Context: an optimization exercise on an open-source flow, tuned for small area. The choices shown serve that exercise and are no tape-out recipe.
The RTL was checked by simulation tests, not by an equivalence proof against the original design.
Power figures rest on the tool's default switching activity, not on a simulated workload.

## 08-17
// vga_text_top
module vga_text_top(
    input wire clk,
    input wire rst,
    output wire [2:0] vga_rgb,
    output wire vga_hs_l,
    output wire vga_vs_l,
    output wire [17:0] addr,
    output wire oe_l,
    output wire we_l,
    input wire [15:0] data1,
    output wire ce1_l,
    output wire ub1_l,
    output wire lb1_l,
    input wire [15:0] data2,
    output wire ce2_l,
    output wire ub2_l,
    output wire lb2_l
);
Size: ~49 flip-flops, ~65 I/O pins.
==> module vga_driver, before the edit <==
module vga_driver(
    input wire clk,
    input wire rst,
    output wire [8:0] vga_row,
    output wire [9:0] vga_col,
    output wire vga_display,
    output wire vga_hs_l,
    output wire vga_vs_l
);
    reg clk_25MHz;
    reg [9:0] col;
    reg [9:0] row;
    wire col_last = col[9] & col[8] & (&col[4:0]);      
    wire row_last = row[9] & row[3] & row[1] & row[0];   
    always @(posedge clk, posedge rst) begin
        if (rst) begin
            clk_25MHz <= 1'b0;
            col <= 10'd0;
            row <= 10'd0;
        end else begin
            clk_25MHz <= ~clk_25MHz;
            if (~clk_25MHz) begin
                col <= col_last ? 10'd0 : col + 10'd1;
                row <= row_last ? 10'd0 : col_last ? row + 10'd1 : row;
            end
        end
    end
    assign vga_display = ~(col[9] & (col[8] | col[7])) &
                         ~(row[9] | (row[8] & row[7] & row[6] & row[5]));
    assign vga_col = col;
    assign vga_row = row[8:0];
    assign vga_hs_l = ~(col[9] & ~col[8] & col[7] & (col[6:4] != 3'b000) & (col[6:4] != 3'b111));
    assign vga_vs_l = ~((row[8:4] == 5'b11110) &
                        ((row[3:0] == 4'b1011) | (row[3:0] == 4'b1100)));
endmodule
Settings: LEC_CHECK=0, ABC_AREA=1, CAP_MARGIN=20, CELL_PAD_IN_SITES_DETAIL_PLACEMENT=1, CELL_PAD_IN_SITES_GLOBAL_PLACEMENT=2, CORE_MARGIN=2, CORE_UTILIZATION=40, GPL_TIMING_DRIVEN=0, SLEW_MARGIN=20; clock period 20.0 ns.
standard.sh (not shown) runs the stock make flow with config.mk's settings and CLKGATE_MAP_FILE= SYNTH_SCRIPT=/design/flow/synth_recipe.tcl, a recipe that flattens the netlist after the stock synthesis.
==> flow/flow/run.sh <==
#!/bin/bash
# Layout with the standard ORFS flow (standard.sh), with these changes:
#  - synthesis maps the logic with an area-only ABC script (flow/abc_area_only.script)
#    in place of ORFS's abc_area.script, whose delay-driven mapping and upsizing
#    add area this design has no use for at a 20 ns period; ABC may not use
#    sky130_fd_sc_hd__a2111oi_0, whose pins the detailed router reaches badly;
#  - synthesis leaves the adder extraction (ADDER_MAP_FILE) and the pass-through
#    buffers (SYNTH_INSBUF) out; the registers are the standard synthesis's;
#  - the port buffers are sky130_fd_sc_hd__buf_1 cells;
#  - the constant outputs share their tie cells (no repair_tie_fanout);
#  - clock tree synthesis uses sky130_fd_sc_hd__clkbuf_8 and no dummy loads;
#  - if detailed routing ends with violations, routing is run again with
#    another router seed.
# Everything else (floorplan, power grid, tap cells, placement, CTS, routing) is
# the standard flow. Each step's full output is in the log named after it here
# (synth.log, layout.log, layout_retry*.log); ORFS's per-step logs are under orfs/logs.
set -euo pipefail
W=$(pwd)

# Standard synthesis script, with yosys's abc pass given the area-only script.
{
  cat <<'TCL'
proc abc {args} {
  set i [lsearch -exact $args -script]
  if {$i >= 0} { lset args [expr {$i + 1}] $::env(AREA_ABC_SCRIPT) }
  lappend args -dont_use sky130_fd_sc_hd__a2111oi_0
  yosys abc {*}$args
}
TCL
  cat synth_recipe.tcl
} > synth_area.tcl
export AREA_ABC_SCRIPT=$W/flow/abc_area_only.script

ARGS=(
  "SYNTH_SCRIPT=$W/synth_area.tcl"
  "ADDER_MAP_FILE="
  "SYNTH_INSBUF=0"
  "BUFFER_PORTS_ARGS=-buffer_cell sky130_fd_sc_hd__buf_1"
  "SKIP_REPAIR_TIE_FANOUT=1"
  "CTS_ARGS=-sink_clustering_enable -repair_clock_nets -dont_use_dummy_load -buf_list sky130_fd_sc_hd__clkbuf_8"
)
DRC=orfs/reports/sky130hd/vga_text_top/base/5_route_drc.rpt

bash standard.sh synth "${ARGS[@]}" > synth.log 2>&1
set +e
bash standard.sh finish "${ARGS[@]}" > layout.log 2>&1
status=$?
set -e
for seed in 17 29; do
  if [[ $status -eq 0 && -f out/final.def && ! -s $DRC ]]; then break; fi
  rm -f out/final.def
  bash standard.sh clean_route clean_finish "${ARGS[@]}" > "layout_clean_$seed.log" 2>&1
  set +e
  bash standard.sh finish "${ARGS[@]}" "OR_SEED=$seed" > "layout_retry_$seed.log" 2>&1
  status=$?
  set -e
done
exit $status
==> flow/flow/abc_area_only.script <==
strash
dch -f
amap -F 3 -A 10 -C 2000
topo
For 08-15, these inputs were changed with respect to 08-17:
--- a/flow/design.v
+++ b/flow/design.v
@@ -1218,6 +1218,17 @@
     reg [9:0] row;
     wire col_last = col[9] & col[8] & (&col[4:0]);      
     wire row_last = row[9] & row[3] & row[1] & row[0];   
+    wire [9:0] cy;
+    assign cy[0] = ~clk_25MHz;
+    genvar i;
+    generate for (i = 0; i < 9; i = i + 1) begin : g
+        assign cy[i+1] = cy[i] & col[i];
+    end endgenerate
+    wire [9:0] rcy;
+    assign rcy[0] = ~clk_25MHz & col_last;
+    generate for (i = 0; i < 9; i = i + 1) begin : h
+        assign rcy[i+1] = rcy[i] & row[i];
+    end endgenerate
     always @(posedge clk, posedge rst) begin
         if (rst) begin
             clk_25MHz <= 1'b0;
@@ -1225,10 +1236,8 @@
             row <= 10'd0;
         end else begin
             clk_25MHz <= ~clk_25MHz;
-            if (~clk_25MHz) begin
-                col <= col_last ? 10'd0 : col + 10'd1;
-                row <= row_last ? 10'd0 : col_last ? row + 10'd1 : row;
-            end
+            col <= (col_last & ~clk_25MHz) ? 10'd0 : col ^ cy;
+            row <= (row_last & ~clk_25MHz) ? 10'd0 : row ^ rcy;
         end
     end
     assign vga_display = ~(col[9] & (col[8] | col[7])) &
[summary]
08-15 vs. 08-17: layout-stage area growth over the synthesis result fell by 0.22 points, shortest clock period the worst path allows after layout fell by 0.79 ns.
Final routed wirelength across all metal layers, 08-17 and 08-15: lower on 08-15
Detail-routed via count per cell in 08-15 is 0.046 lower than in 08-17
Lower overall routing resource usage among 08-17 and 08-15: 08-15
Taking 08-17 as the reference, in 08-15 hold slack decreased 0.042 ns, post-synthesis instance total decreased 0.92%, global placement routability congestion increased about 4%, cell depth of the worst setup path increased 1.
Re share of power burned in the clock network: 08-15 is 0.8 points up on 08-17.
Number of diodes in 08-15 vs 08-17: down 1
Diff 08-17 -> 08-15 | global-route met3 utilization | increase of 1.4 points
On setup slack, 08-15 does better than 08-17.

[static timing again, ports no longer ideal]
Ports are ideal in the flow. The routed layouts listed here were re-timed in OpenROAD.
Step 1 sets driving cells, clkbuf_16 on the clock port and buf_2 on the other inputs (assumed; they add their load-dependent delay and slew).
Step 2 adds t to the input delays and takes it off the output delays; t is the mean of the earliest and latest rising clock arrival at the registers after step 1. Input paths then give back, and output paths get back, about the clock's delay inside the block.
a / b / c = no drivers / after step 1 / after step 2; a / b = the first two.
| run | t (ns) | setup WS [ns] | worst setup path at the end | worst data-port slew with drivers (ns) | cell pins on the clock port's net |
|---|---|---|---|---|---|
| 08-17 | 0.334 | 5.509 / 5.479 / 5.813 | register to output | 0.05 | 1 |
| 08-15 | 0.338 | 6.298 / 6.267 / 6.605 | register to output | 0.04 | 1 |
After both steps setup and hold are still met in every run listed.
